This is an optimization exercise on Yosys and OpenROAD, whose aim is small area, not a production implementation.
Only simulation tests tie the RTL to the original design; equivalence was not proved.
No activity file was given, so power comes from the tool's default toggle rates.

branch juniper:
==> flow/design.v <==
package general_defines;
    parameter INT_DATA_W = 32;
    parameter POSIT_DATA_W = 8;
    parameter ROB_LENGTH = 16;
    parameter IQ_LENGTH = 8;
    parameter BYPASS_LENGTH = 3;
    parameter PHYS_REG_LENGTH = 64;
    parameter ARCH_REG_LENGTH = 32;
    parameter INSTR_MEM_LENGTH = 256;
    parameter DATA_MEM_LENGTH = 256;
    parameter FETCH_BUFFER_LENGTH = 8;
    parameter PHT_LENGTH = 256; 
    parameter BTB_LENGTH = 64;
    localparam ROB_IDX_W = (ROB_LENGTH > 1) ? $clog2(ROB_LENGTH) : 1;
    localparam IQ_IDX_W = (IQ_LENGTH > 1) ? $clog2(IQ_LENGTH) : 1;
    localparam BYPASS_IDX_W = (BYPASS_LENGTH > 1) ? $clog2(BYPASS_LENGTH) : 1;
    localparam PHYS_REG_IDX_W = (PHYS_REG_LENGTH > 1) ? $clog2(PHYS_REG_LENGTH) : 1;
    localparam ARCH_REG_IDX_W = (ARCH_REG_LENGTH > 1) ? $clog2(ARCH_REG_LENGTH) : 1;
    localparam INSTR_MEM_IDX_W = (INSTR_MEM_LENGTH > 1) ? $clog2(INSTR_MEM_LENGTH) : 1;
    localparam DATA_MEM_IDX_W = (DATA_MEM_LENGTH > 1) ? $clog2(DATA_MEM_LENGTH) : 1;
    localparam FETCH_BUFFER_IDX_W = (FETCH_BUFFER_LENGTH > 1) ? $clog2(FETCH_BUFFER_LENGTH) : 1;
    localparam PHT_IDX_W = (PHT_LENGTH> 1) ? $clog2(PHT_LENGTH) : 1;
    localparam BTB_IDX_W = (BTB_LENGTH > 1) ? $clog2(BTB_LENGTH) : 1;
    typedef struct packed{
        logic valid;
        logic [INSTR_MEM_IDX_W-1:0] pc;
        logic [ARCH_REG_IDX_W-1:0] logical_rd;
        logic [PHYS_REG_IDX_W-1:0] phys_rd;
        logic [PHYS_REG_IDX_W-1:0] old_phys_rd;   
        logic [INT_DATA_W-1:0] result;
        logic done;
        logic is_store;
        logic is_load;
        logic [6:0] opcode;
        logic [2:0] funct3;
        logic [6:0] funct7;
        logic is_branch;
        logic pred_taken;
        logic [INSTR_MEM_IDX_W-1:0] pred_target;
        logic branch_taken;                      
        logic [INSTR_MEM_IDX_W-1:0] branch_target;   
    } rob_entry_t;
    typedef struct packed {
        logic [6:0] opcode;
        logic [INSTR_MEM_IDX_W-1:0] pc;
        logic [PHYS_REG_IDX_W-1:0] phys_rd;
        logic [PHYS_REG_IDX_W-1:0] phys_rs1;
        logic [PHYS_REG_IDX_W-1:0] phys_rs2;
        logic [INT_DATA_W-1:0] imm;
        logic [2:0] fu_type;  
        logic rs1_ready;
        logic rs2_ready;
        logic [INT_DATA_W-1:0] rs1_value;  
        logic [INT_DATA_W-1:0] rs2_value;
        logic valid;
        logic [2:0] funct3;
        logic [6:0] funct7;
        logic [ROB_IDX_W-1:0] rob_idx;
    } iq_entry_t;
    typedef struct packed {
        logic valid;
        logic [PHYS_REG_IDX_W-1:0] phys_rd;
        logic [INT_DATA_W-1:0] result;
    } bypass_entry_t;
endpackage
import general_defines::*;
module bp(
    input  logic rst,
    input  logic clk,
    input  logic [INSTR_MEM_IDX_W-1:0] fetch_pc,    
    input  logic actual_taken,                      
    input  logic update_valid,                      
    input  logic [INSTR_MEM_IDX_W-1:0] update_pc,   
    output logic pred_taken                          
);
    logic [PHT_LENGTH-1:0] c1, c0;
    assign pred_taken = ~c1[fetch_pc];
    logic u1, u0, n1, n0;
    assign u1 = c1[update_pc];
    assign u0 = c0[update_pc];
    always_comb begin
        if (rst) begin
            n1 = 1'b1;
            n0 = 1'b0;
        end else if (actual_taken) begin    
            n1 = u1 & u0;
            n0 = u1 & ~u0;
        end else begin                      
            n1 = u1 | u0;
            n0 = u1 | ~u0;
        end
    end
    logic [PHT_LENGTH-1:0] we;
    always_comb begin
        for (int i = 0; i < PHT_LENGTH; i++)
            we[i] = rst | (update_valid & (update_pc == i[INSTR_MEM_IDX_W-1:0]));
    end
    always_ff @(posedge clk) begin
        for (int i = 0; i < PHT_LENGTH; i++) begin
            if (we[i]) begin
                c1[i] <= n1;
                c0[i] <= n0;
            end
        end
    end
endmodule
import general_defines::*;
module btb(
    input  logic clk,
    input  logic rst,
    input  logic [INSTR_MEM_IDX_W-1:0] fetch_pc,  
    output logic btb_hit,
    output logic [INSTR_MEM_IDX_W-1:0] btb_target,
    input  logic update_valid,
    input  logic [INSTR_MEM_IDX_W-1:0] update_pc,
    input  logic [INSTR_MEM_IDX_W-1:0] update_target
);
    localparam TAG_W = INSTR_MEM_IDX_W - BTB_IDX_W;
    logic [BTB_LENGTH-1:0] valid;
    logic [TAG_W-1:0]           tag    [0:BTB_LENGTH-1];
    logic [INSTR_MEM_IDX_W-1:0] target [0:BTB_LENGTH-1];
    logic [BTB_IDX_W-1:0] fetch_idx, update_idx;
    assign fetch_idx  = fetch_pc[BTB_IDX_W-1:0];
    assign update_idx = update_pc[BTB_IDX_W-1:0];
    assign btb_hit    = valid[fetch_idx] &&
                        (tag[fetch_idx] == fetch_pc[INSTR_MEM_IDX_W-1:BTB_IDX_W]);
    assign btb_target = btb_hit ? target[fetch_idx] : '0;
    logic [BTB_LENGTH-1:0] we;
    always_comb begin
        for (int i = 0; i < BTB_LENGTH; i++)
            we[i] = update_valid & (update_idx == i[BTB_IDX_W-1:0]);
    end
    always_ff @(posedge clk) begin
        for (int i = 0; i < BTB_LENGTH; i++) begin
            valid[i] <= ~rst & (valid[i] | we[i]);
            if (we[i]) begin
                tag[i]    <= update_pc[INSTR_MEM_IDX_W-1:BTB_IDX_W];
                target[i] <= update_target;
            end
        end
    end
endmodule
import general_defines::*;
module bpu (
    input  logic                        clk,
    input  logic                        rst,
    input  logic [INSTR_MEM_IDX_W-1:0]  fetch_pc,
    output logic                        pred_taken,
    output logic                        btb_hit,
    output logic [INSTR_MEM_IDX_W-1:0]  btb_target,
    input  logic                        update_valid,
    input  logic [INSTR_MEM_IDX_W-1:0]  update_pc,
    input  logic                        update_taken,
    input  logic [INSTR_MEM_IDX_W-1:0]  update_target
);
    bp bp_u (
        .clk          (clk),
        .rst          (rst),
        .fetch_pc     (fetch_pc),
        .actual_taken (update_taken),
        .update_valid (update_valid),
        .update_pc    (update_pc),
        .pred_taken   (pred_taken)
    );
    btb btb_u (
        .clk          (clk),
        .rst          (rst),
        .fetch_pc     (fetch_pc),
        .btb_hit      (btb_hit),
        .btb_target   (btb_target),
        .update_valid (update_valid),
        .update_pc    (update_pc),
        .update_target(update_target)
    );
endmodule
clock: 8.0 ns
lec_check: 0
cap_margin: 0
core_margin: 2
core_utilization: 60
cts_buf_list: sky130_fd_sc_hd__clkbuf_4 sky130_fd_sc_hd__clkbuf_8
cts_cluster_diameter: 50
cts_cluster_size: 20
slew_margin: 0
run.sh (not shown) runs the stock make flow with config.mk's settings and CLKGATE_MAP_FILE= SYNTH_SCRIPT=/design/flow/synth_recipe.tcl, a recipe that flattens the netlist after the stock synthesis.
#### Input delta (branch onyx over branch juniper)
Settings: swapping 0 for 20 in CAP_MARGIN; clearing CTS_BUF_LIST, which used to be sky130_fd_sc_hd__clkbuf_4 sky130_fd_sc_hd__clkbuf_8; swapping 60 for 40 in CORE_UTILIZATION; clearing CTS_CLUSTER_SIZE, which used to be 20; clearing CTS_CLUSTER_DIAMETER, which used to be 50; swapping 0 for 20 in SLEW_MARGIN.
==> notes.md <==
[branch onyx vs branch juniper] maximum fanout count along the critical path: higher in branch onyx
Comparing branch onyx with branch juniper, the number of nets at the end of the flow came out essentially unchanged.
branch onyx against branch juniper; post-detailed-route wirelength per cell is down by more than 10%.
Share of cell area taken by flip-flops and latches, branch onyx and branch juniper: larger value in branch juniper
branch onyx vs branch juniper: overall power up
The post-route fraction of the period consumed by the critical path in branch onyx sits 0.60 points below the value recorded for branch juniper.
branch onyx went all the way through synthesis, placement and routing and the layout is clean on timing, DRC and antenna.
Fraction of standard cell area in multi-input logic in branch onyx vs branch juniper: down 0.71 points
Going from branch juniper to branch onyx, share of post-route cells with drive strength above 1 decreased by 0.88 points relative to the old numbers, final cell count rose by 566, synthesized cell count did not really move.

==> separate check: timing with driven ports <==
In the flow no input, the clock included, has a driving cell. The finished layouts below were timed again as built, in two steps. Step 1 assumes that a clkbuf_16 drives the clock port and a buf_2 every other input. Step 2 also shifts input and output timing later by t, the mid clock arrival at the registers, as if the neighbouring blocks saw the same clock. Slacks: ideal ports / drivers / drivers and shift; pairs: ideal ports / drivers.
run	t (ns)	setup WS [ns]	worst setup path after step 2	worst register clock-pin slew, ns
branch juniper	0.847	0.512 / 0.462 / 0.462	input to output	0.12 / 0.12
branch onyx	0.801	0.560 / 0.518 / 0.518	input to output	0.07 / 0.07
After both steps setup and hold are still met in every run listed. For branch juniper, which loses most, drivers alone change the setup slack by -0.050 ns; drivers and shift together by -0.050 ns.
